This is an optimization exercise on Yosys and OpenROAD, whose aim is small area and a short achievable clock period, not a production implementation. Where RTL was checked, it was by simulation tests only, not by an equivalence proof against the original. Power is estimated from default activity; no workload was simulated.

Design free_list, start of the top module:
module free_list #(
    parameter LEN = 32 + 16,
    parameter LBITS = $clog2(LEN)
) (
    input wire i_clk,
    input wire i_rst_n,
    input wire [LBITS - 1:0] i_ret_p0,
    input wire [LBITS - 1:0] i_ret_p1,
    input wire [LBITS - 1:0] i_ret_p2,
    input wire [LBITS - 1:0] i_ret_p3,
    input wire [2:0] i_ret_count,
    input wire [2:0] i_req_count,
    output reg [LBITS - 1:0] o_req0,
    output reg [LBITS - 1:0] o_req1,
    output reg [LBITS - 1:0] o_req2,
    output reg [LBITS - 1:0] o_req3,
    output reg [2:0] o_req_count,
    output reg [LBITS - 1:0] o_avail_count
);
==> flow/config.mk <==
export PLATFORM = sky130hd
export DESIGN_NAME = free_list
export DESIGN_NICKNAME = free_list
export VERILOG_FILES = /design/flow/design.v
export SDC_FILE = /design/flow/constraint.sdc
export NUM_CORES = 4
export LEC_CHECK = 0
export ABC_AREA = 1
export CAP_MARGIN = 20
export CORE_MARGIN = 2
export CORE_UTILIZATION = 40
export CTS_BUF_LIST = sky130_fd_sc_hd__clkbuf_8
export CTS_CLUSTER_SIZE = 40
export SETUP_SLACK_MARGIN = 4.4
export SLEW_MARGIN = 20
export TNS_END_PERCENT = 5
==> flow/constraint.sdc <==
create_clock -name core_clock -period 7.0 [get_ports {i_clk}]
set_input_delay 1.4000 -clock core_clock [delete_from_list [all_inputs] [get_ports {i_clk}]]
set_output_delay 1.4000 -clock core_clock [all_outputs]
set_load 0.01 [all_outputs]
standard.sh (not shown) runs the stock make flow with config.mk's settings and CLKGATE_MAP_FILE= SYNTH_SCRIPT=/design/flow/synth_recipe.tcl, a recipe that flattens the netlist after the stock synthesis.
==> flow/flow/run.sh <==
#!/bin/bash
# The standard layout, with the port buffers made of plain buffers
# (sky130_fd_sc_hd__buf_1) instead of the default delay buffers; the resizer
# may still resize them. Each tool's log is kept under orfs/logs; the make
# output goes to standard.log.
set -euo pipefail
export BUFFER_PORTS_ARGS="-buffer_cell sky130_fd_sc_hd__buf_1"
bash standard.sh finish > standard.log 2>&1
Edit:
Settings changed: CTS_BUF_LIST sky130_fd_sc_hd__clkbuf_8 to unset, CTS_CLUSTER_SIZE 40 to unset.
Outcome:
- fmax fell by a few percent
- sequential share of layout area hardly moves
- flip-flop and latch count stays the same
Edit:
==> flow/flow/run.sh (replaced) <==
#!/bin/bash
# The standard layout with two changes: the port buffers are plain buffers
# (sky130_fd_sc_hd__buf_1) instead of the default delay buffers, and Yosys's ABC
# maps the logic for area with "strash; dch; map -a" (no buffering or
# sizing inside ABC; the resizer does that after placement). The flow scripts
# are copied unchanged apart from that ABC script. Each tool's log is kept under
# orfs/logs; the make output goes to standard.log.
set -euo pipefail
rm -rf scripts
cp -r "$FLOW_HOME/scripts" scripts
printf 'strash\ndch\nmap -a\ntopo\nstime -c\n' > scripts/abc_area.script
export SCRIPTS_DIR="$PWD/scripts"
export BUFFER_PORTS_ARGS="-buffer_cell sky130_fd_sc_hd__buf_1"
bash standard.sh finish > standard.log 2>&1
Settings changed: CTS_BUF_LIST set to sky130_fd_sc_hd__clkbuf_8, CTS_CLUSTER_SIZE set to 40.
First-iteration DRC count went up by 0.44%.
Routed wire length went up by 7.2%.
Worst setup slack got worse by 740 ps.
Global-route usage went up by 7.1 points.
Flip-flop and latch count stays the same.
Utilization went up by 8.6 points.
Sequential power went up by about 4%.
Count of clock-buffer cells in the layout does not change.

---

Another version of the RTL of free_list (not shown whole).
clock: 7.0 ns
lec_check: 0
abc_area: 1
cap_margin: 20
core_margin: 2
core_utilization: 40
setup_slack_margin: 0.2
slew_margin: 20
run.sh (not shown) runs the stock make flow with config.mk's settings and CLKGATE_MAP_FILE= SYNTH_SCRIPT=/design/flow/synth_recipe.tcl, a recipe that flattens the netlist after the stock synthesis.
Stock flow here: none of the scripts above is used.
The baseline produced a clean layout.
Rerun with:
- SETUP_SLACK_MARGIN: 0.2 -> 4.2
The new run finished clean.
Setup slack improves by 1900 ps.
Maximum frequency rises by 65%.
Sequential share of layout area fell by 3.8 points.
Wire length rises by 11%.
Total power increases by 30%.
Sequential cell count stays the same.
Final area came out higher by 28%.
Combinational power rises by 37%.
First-iteration DRC count is higher by 4.4%.
Function was not checked in any run of this note: the RTL went through the layout flow alone.

afterwards: timing with drivers on the ports:
How much do the figures lean on ideal ports? The routed layouts below were timed once more, with nothing changed but the port constraints.
Step 1 sets driving cells, clkbuf_16 on the clock port and buf_2 on the other inputs (assumed; they add their load-dependent delay and slew).
Step 2, shift: input delay + t, output delay - t, t = (earliest + latest rising clock arrival at the registers) / 2. This alone moves slack from input paths to output paths.
a / b / c = ideal / step 1 / step 2; a / b = the first two.
| run | t, ns | setup slack, ns | worst hold slack (ns) | worst setup path after step 2 |
|---|---|---|---|---|
| the first run of note 1 | 0.439 | 4.369 / 4.358 / 3.919 | 0.528 / 0.528 / 0.528 | input to register |
| the second run of note 1 | 0.411 | 4.304 / 4.304 / 3.895 | 0.526 / 0.526 / 0.526 | input to register |
| the third run of note 1 | 0.433 | 3.569 / 3.569 / 3.367 | 0.496 / 0.496 / 0.496 | input to register |
| the first run of note 2 | 0.405 | 2.140 / 2.163 / 1.758 | 0.505 / 0.505 / 0.505 | input to register |
| the second run of note 2 | 0.399 | 4.061 / 4.061 / 3.694 | 0.515 / 0.515 / 0.515 | input to register |
After both steps every run listed still meets setup and hold. The setup slack of the first run of note 1, which loses most, moves by -0.011 ns with the drivers and by -0.450 ns with both steps.
